What follows belongs to an exercise in optimizing a design on an open flow for small area, a short achievable clock period and few clock cycles; a production flow would make more cautious choices. Where RTL was checked, it was by simulation tests only, not by an equivalence proof against the original. Power figures rest on the tool's default switching activity, not on a simulated workload.

== before ==
## jlc3_core
module jlc3_core (
     input  wire        clk_i_w
    ,input  wire        rst_i_w       
    ,input  wire        en_i_w        
    ,output wire        mem_en_o_w
    ,output wire        mem_we_o_w
    ,output wire [15:0] mem_addr_o_w
    ,output wire [15:0] mem_wdat_o_w
    ,input  wire [15:0] mem_rdat_i_w
    ,input  wire        mem_rdy_i_w
);
For scale: ~1500 cells after synthesis, ~54 I/O pins.
export LEC_CHECK = 0
export ABC_AREA = 1
export CAP_MARGIN = 20
export CORE_MARGIN = 2
export CORE_UTILIZATION = 55
export PLACE_DENSITY = 0.75
export SETUP_SLACK_MARGIN = 3.6
export SLEW_MARGIN = 20
export TNS_END_PERCENT = 100
create_clock -name core_clock -period 8.0 [get_ports {clk_i_w}]
standard.sh (not shown) runs the stock make flow with config.mk's settings and CLKGATE_MAP_FILE= SYNTH_SCRIPT=/design/flow/synth_recipe.tcl, a recipe that flattens the netlist after the stock synthesis.
==> flow/flow/run.sh <==
#!/bin/bash
set -euo pipefail
bash standard.sh ADDER_MAP_FILE= finish > standard.log 2>&1
Testbench counts of before, summed over its fixed seeds: cycles 25,627.
--- input diff before..after ---
diff --git a/flow/design.v b/flow/design.v
--- a/flow/design.v
+++ b/flow/design.v
@@ -61,28 +61,31 @@
     wire i_sti  = (op_w == 4'b1011);
     wire i_jmp  = (op_w == 4'b1100);
     wire i_lea  = (op_w == 4'b1110);
     wire i_trap = (op_w == 4'b1111);
     wire i_nop  = (op_w == 4'b1000) | (op_w == 4'b1101);
     wire br_take_w = (ins_w[11] & n_r) | (ins_w[10] & z_r) | (ins_w[9] & ~n_r & ~z_r);
     wire i_jsri = i_jsr & ins_w[11];
     wire pcrel_w = i_br | i_ld | i_st | i_ldi | i_sti | i_lea | i_jsri;
     wire [2:0] ra_w = ins_w[8:6];
-    wire [2:0] rb_w = dat_r ? dreg_r : ins_w[2:0];
+    wire [2:0] rb_w = ins_w[2:0];
     reg  [15:0] rda_w;      
     reg  [15:0] opa_w;      
     reg  [15:0] rdb_w;
+    reg  [15:0] rdc_w;      
     always @(*) begin
         rda_w = 16'b0;
         rdb_w = 16'b0;
+        rdc_w = 16'b0;
         for (i = 0; i < 8; i = i + 1) begin
             rda_w = rda_w | ({16{ra_w == i}} & rf_r[i]);
             rdb_w = rdb_w | ({16{rb_w == i}} & rf_r[i]);
+            rdc_w = rdc_w | ({16{dreg_r == i}} & rf_r[i]);
         end
         opa_w = pcrel_w ? addr_r : rda_w;
     end
     wire [15:0] off9_w  = {{7{ins_w[8]}}, ins_w[8:0]};
     wire [15:0] off11_w = {{5{ins_w[10]}}, ins_w[10:0]};
     wire [15:0] off6_w  = {{10{ins_w[5]}}, ins_w[5:0]};
     wire [15:0] imm5_w  = {{11{ins_w[4]}}, ins_w[4:0]};
     wire        isreg_w = (i_add | i_and) & ~ins_w[5];   
     reg  [15:0] opb_w;
@@ -176,11 +179,11 @@
         if (adv_w && fet_w) begin
             pc_r   <= pcn_w;
             dreg_r <= ins_w[11:9];
             dsti_r <= op_w[0];
         end
     end
     assign mem_en_o_w   = en_i_w;
     assign mem_we_o_w   = dst_r;
     assign mem_addr_o_w = addr_r;
-    assign mem_wdat_o_w = rdb_w;
+    assign mem_wdat_o_w = rdc_w;
 endmodule
Of the two values seen for leading power group, registers was produced by after and combinational cells by before. before → after: final period utilization fell 1.8 points, number of buffers inserted for hold repair after clock tree synthesis held steady, global-route usage now smaller, sequential power stayed essentially flat. Compared with before, in after hold slack now sits higher, initial cell density of the core essentially unchanged, critical path depth rose 10, total detailed-routing wirelength went down by 3.2%.
Testbench counts of after, summed over its fixed seeds: cycles 25,627.

---

The RTL this note starts from:
==> flow/design.v <==
module jlc3_core (
     input  wire        clk_i_w
    ,input  wire        rst_i_w       
    ,input  wire        en_i_w        
    ,output wire        mem_en_o_w
    ,output wire        mem_we_o_w
    ,output wire [15:0] mem_addr_o_w
    ,output wire [15:0] mem_wdat_o_w
    ,input  wire [15:0] mem_rdat_i_w
    ,input  wire        mem_rdy_i_w
);
    reg [15:0] addr_r;    
    reg [15:0] pc_r;      
    reg        dat_r;     
    reg        dld_r;     
    reg        dst_r;     
    reg        dptr_r;    
    reg        dsti_r;    
    reg [2:0]  dreg_r;    
    reg [7:0]  dsel_r;    
    reg        n_r;       
    reg        z_r;
    reg [15:0] rf_r [0:7];    
    reg        clr_r;     
    integer i;
    function [15:0] add16(input [15:0] a, input [15:0] b, input cin);
        reg [15:0] g, p, gg, pp, gn, pn;
        integer l, k;
        begin
            g = a & b;
            p = a ^ b;
            gg = g;
            gg[0] = g[0] | (p[0] & cin);
            pp = p;
            for (l = 1; l < 16; l = l * 2) begin
                gn = gg;
                pn = pp;
                for (k = 0; k < 16; k = k + 1) begin
                    if (k & l) begin
                        gn[k] = gg[k] | (pp[k] & gg[(k & ~(l - 1)) - 1]);
                        pn[k] = pp[k] & pp[(k & ~(l - 1)) - 1];
                    end
                end
                gg = gn;
                pp = pn;
            end
            add16 = p ^ {gg[14:0], cin};
        end
    endfunction
    wire adv_w = en_i_w & mem_rdy_i_w;
    wire fet_w = ~dat_r & ~clr_r;
    wire [15:0] ins_w = mem_rdat_i_w;
    wire [3:0]  op_w  = ins_w[15:12];
    wire i_br   = (op_w == 4'b0000);
    wire i_add  = (op_w == 4'b0001);
    wire i_and  = (op_w == 4'b0101);
    wire i_not  = (op_w == 4'b1001);
    wire i_ld   = (op_w == 4'b0010);
    wire i_st   = (op_w == 4'b0011);
    wire i_jsr  = (op_w == 4'b0100);
    wire i_ldr  = (op_w == 4'b0110);
    wire i_str  = (op_w == 4'b0111);
    wire i_ldi  = (op_w == 4'b1010);
    wire i_sti  = (op_w == 4'b1011);
    wire i_jmp  = (op_w == 4'b1100);
    wire i_lea  = (op_w == 4'b1110);
    wire i_trap = (op_w == 4'b1111);
    wire i_nop  = (op_w == 4'b1000) | (op_w == 4'b1101);
    wire br_take_w = (ins_w[11] & n_r) | (ins_w[10] & z_r) | (ins_w[9] & ~n_r & ~z_r);
    wire i_jsri = i_jsr & ins_w[11];
    wire pcrel_w = i_br | i_ld | i_st | i_ldi | i_sti | i_lea | i_jsri;
    wire [2:0] ra_w = ins_w[8:6];
    wire [2:0] rb_w = ins_w[2:0];
    reg  [15:0] rda_w;      
    reg  [15:0] opa_w;      
    reg  [15:0] rdb_w;
    reg  [15:0] rdc_w;      
    always @(*) begin
        rda_w = 16'b0;
        rdb_w = 16'b0;
        rdc_w = 16'b0;
        for (i = 0; i < 8; i = i + 1) begin
            rda_w = rda_w | ({16{ra_w == i}} & ~rf_r[i]);
            rdb_w = rdb_w | ({16{rb_w == i}} & ~rf_r[i]);
            rdc_w = rdc_w | ({16{dsel_r[i]}} & ~rf_r[i]);
        end
        opa_w = pcrel_w ? addr_r : rda_w;
    end
    wire [15:0] off9_w  = {{7{ins_w[8]}}, ins_w[8:0]};
    wire [15:0] off11_w = {{5{ins_w[10]}}, ins_w[10:0]};
    wire [15:0] off6_w  = {{10{ins_w[5]}}, ins_w[5:0]};
    wire [15:0] imm5_w  = {{11{ins_w[4]}}, ins_w[4:0]};
    wire        isreg_w = (i_add | i_and) & ~ins_w[5];   
    reg  [15:0] opb_w;
    always @(*) begin
        if (isreg_w)
            opb_w = rdb_w;
        else if (i_ldr | i_str)
            opb_w = off6_w;
        else if (i_jsri)
            opb_w = off11_w;
        else if (pcrel_w)
            opb_w = off9_w;
        else
            opb_w = imm5_w;
    end
    wire [15:0] sum_w = add16(opa_w, opb_w, pcrel_w);
    wire [15:0] p_w = opa_w ^ opb_w;
    wire        sumz_w = (p_w[0] == pcrel_w) & (p_w[15:1] == (opa_w[14:0] | opb_w[14:0]));
    wire [15:0] and_w = rda_w & opb_w;
    wire [15:0] pcn_w = add16(addr_r, 16'd0, 1'b1);
    wire f_seq  = i_add | i_and | i_not | i_lea | (i_br & ~br_take_w) | i_nop;
    wire f_sum  = (i_br & br_take_w) | i_jsri | i_ld | i_st | i_ldi | i_sti | i_ldr | i_str;
    wire f_ra   = i_jmp | (i_jsr & ~ins_w[11]);
    wire f_trap = i_trap;
    wire d_pc   = dld_r | dst_r;                
    wire d_rdat = ~dld_r & ~dst_r;              
    wire [15:0] nxt_w = fet_w ? (({16{f_seq}}   & pcn_w)
                               | ({16{f_sum}}   & sum_w)
                               | ({16{f_ra}}    & rda_w)
                               | ({16{f_trap}}  & {8'b0, ins_w[7:0]}))
                              : (({16{d_pc}}    & pc_r)
                               | ({16{d_rdat}}  & mem_rdat_i_w));
    wire wr_sum  = fet_w & (i_add | i_lea);
    wire wr_and  = fet_w & i_and;
    wire wr_not  = fet_w & i_not;
    wire wr_link = fet_w & (i_jsr | i_trap);
    wire wr_mem  = dld_r;
    wire wen_w   = wr_sum | wr_and | wr_not | wr_link | wr_mem;
    wire [2:0]  wa_w = dat_r ? dreg_r : (wr_link ? 3'd7 : ins_w[11:9]);
    wire [15:0] wd_w = ({16{wr_sum}}  & sum_w)
                     | ({16{wr_and}}  & and_w)
                     | ({16{wr_not}}  & ~rda_w)
                     | ({16{wr_link}} & pcn_w)
                     | ({16{wr_mem}}  & mem_rdat_i_w);
    wire        wz_w = (wr_sum  & sumz_w)
                     | (wr_and  & ~|and_w)
                     | (wr_not  & &rda_w)
                     | (wr_link & ~|pcn_w)
                     | (wr_mem  & ~|mem_rdat_i_w);
    always @(posedge clk_i_w) begin
        for (i = 0; i < 8; i = i + 1)
            if (clr_r || (adv_w && wen_w && wa_w == i))
                rf_r[i] <= ~wd_w;
    end
    always @(posedge clk_i_w or negedge rst_i_w) begin
        if (!rst_i_w) begin
            clr_r <= 1'b1;
            n_r   <= 1'b0;
            z_r   <= 1'b1;
        end else begin
            clr_r <= 1'b0;
            if (adv_w && wen_w) begin
                n_r <= wd_w[15];
                z_r <= wz_w;
            end
        end
    end
    always @(posedge clk_i_w or negedge rst_i_w) begin
        if (!rst_i_w) begin
            addr_r <= 16'b0;
            dat_r  <= 1'b0;
            dld_r  <= 1'b0;
            dst_r  <= 1'b0;
            dptr_r <= 1'b0;
        end else if (adv_w && !clr_r) begin
            addr_r <= nxt_w;
            if (fet_w) begin
                dat_r  <= i_ld | i_ldr | i_st | i_str | i_ldi | i_sti | i_trap;
                dld_r  <= i_ld | i_ldr;
                dst_r  <= i_st | i_str;
                dptr_r <= i_ldi | i_sti;
            end else begin
                dat_r  <= dptr_r;
                dld_r  <= dptr_r & ~dsti_r;
                dst_r  <= dptr_r & dsti_r;
                dptr_r <= 1'b0;
            end
        end
    end
    always @(posedge clk_i_w) begin
        if (adv_w && fet_w) begin
            pc_r   <= pcn_w;
            dreg_r <= ins_w[11:9];
            for (i = 0; i < 8; i = i + 1)
                dsel_r[i] <= (ins_w[11:9] == i);
            dsti_r <= op_w[0];
        end
    end
    assign mem_en_o_w   = en_i_w;
    assign mem_we_o_w   = dst_r;
    assign mem_addr_o_w = addr_r;
    assign mem_wdat_o_w = rdc_w;
endmodule
==> flow/config.mk <==
export PLATFORM = sky130hd
export DESIGN_NAME = jlc3_core
export DESIGN_NICKNAME = jlc3_core
export VERILOG_FILES = /design/flow/design.v
export SDC_FILE = /design/flow/constraint.sdc
export NUM_CORES = 4
export LEC_CHECK = 0
export ABC_AREA = 1
export CAP_MARGIN = 20
export CORE_MARGIN = 2
export CORE_UTILIZATION = 55
export PLACE_DENSITY = 0.75
export SETUP_SLACK_MARGIN = 3.9
export SLEW_MARGIN = 20
export TNS_END_PERCENT = 100
==> flow/constraint.sdc <==
create_clock -name core_clock -period 8.0 [get_ports {clk_i_w}]
set_input_delay 1.6000 -clock core_clock [delete_from_list [all_inputs] [get_ports {clk_i_w}]]
set_output_delay 1.6000 -clock core_clock [all_outputs]
set_load 0.01 [all_outputs]
Scripts as last shown in full above: flow/flow/run.sh
==> next run, changes <==
--- a/flow/design.v
+++ b/flow/design.v
@@ -16,12 +16,11 @@
     reg        dst_r;     
     reg        dptr_r;    
     reg        dsti_r;    
     reg [2:0]  dreg_r;    
-    reg [7:0]  dsel_r;    
     reg        n_r;       
     reg        z_r;
-    reg [15:0] rf_r [0:7];    
+    reg [15:0] rf_r [0:7];
     reg        clr_r;     
     integer i;
     function [15:0] add16(input [15:0] a, input [15:0] b, input cin);
         reg [15:0] g, p, gg, pp, gn, pn;
@@ -79,11 +78,11 @@
         rda_w = 16'b0;
         rdb_w = 16'b0;
         rdc_w = 16'b0;
         for (i = 0; i < 8; i = i + 1) begin
-            rda_w = rda_w | ({16{ra_w == i}} & ~rf_r[i]);
-            rdb_w = rdb_w | ({16{rb_w == i}} & ~rf_r[i]);
-            rdc_w = rdc_w | ({16{dsel_r[i]}} & ~rf_r[i]);
+            rda_w = rda_w | ({16{ra_w == i}} & rf_r[i]);
+            rdb_w = rdb_w | ({16{rb_w == i}} & rf_r[i]);
+            rdc_w = rdc_w | ({16{dreg_r == i}} & rf_r[i]);
         end
         opa_w = pcrel_w ? addr_r : rda_w;
     end
     wire [15:0] off9_w  = {{7{ins_w[8]}}, ins_w[8:0]};
@@ -140,9 +139,9 @@
                      | (wr_mem  & ~|mem_rdat_i_w);
     always @(posedge clk_i_w) begin
         for (i = 0; i < 8; i = i + 1)
             if (clr_r || (adv_w && wen_w && wa_w == i))
-                rf_r[i] <= ~wd_w;
+                rf_r[i] <= wd_w;
     end
     always @(posedge clk_i_w or negedge rst_i_w) begin
         if (!rst_i_w) begin
             clr_r <= 1'b1;
@@ -181,10 +180,8 @@
     always @(posedge clk_i_w) begin
         if (adv_w && fet_w) begin
             pc_r   <= pcn_w;
             dreg_r <= ins_w[11:9];
-            for (i = 0; i < 8; i = i + 1)
-                dsel_r[i] <= (ins_w[11:9] == i);
             dsti_r <= op_w[0];
         end
     end
     assign mem_en_o_w   = en_i_w;
Outcome:
- The new run completed without violations
- flip-flop and latch count came out lower by 8
- critical path depth goes up by 3
- worst hold slack is better by 0.064 ns
- power hardly moves
- count of clock-buffer cells in the layout stays the same
- first-iteration DRC count goes down by roughly a tenth
- cell area came out higher slightly
- synthesized cell count increases by a few percent
Testbench counts after the change, summed over its fixed seeds: cycles 25,627.
Only the layout flow was run in the first run of this note; the RTL was not checked for function there.

==> re-timing with driven ports <==
Ports are ideal in the flow. The routed layouts listed here were re-timed in OpenROAD. Step 1 assumes that a clkbuf_16 drives the clock port and a buf_2 every other input. Step 2 moves the port delays by t, midway between the first and last clock arrival at a register: inputs arrive t later, outputs are due t later. That takes back most of the time a late clock gives input paths. Three values: no drivers, after step 1, after step 2; two values: the first two.
run | shift t [ns] | setup slack, ns | worst hold slack (ns) | worst slew at a driven data input, ns | cell pins on the clock port's net
before | 0.487 | 3.478 / 3.405 / 3.093 | 0.511 / 0.511 / 0.511 | 0.07 | 1
after | 0.489 | 3.625 / 3.581 / 3.164 | 0.525 / 0.525 / 0.525 | 0.04 | 1
the first run of note 2 | 0.492 | 3.907 / 3.857 / 3.482 | 0.488 / 0.488 / 0.488 | 0.05 | 1
the second run of note 2 | 0.498 | 3.973 / 3.923 / 3.507 | 0.552 / 0.552 / 0.552 | 0.05 | 1
After both steps every run listed still meets setup and hold. The setup slack of the second run of note 2, which loses most, moves by -0.050 ns with the drivers and by -0.466 ns with both steps.
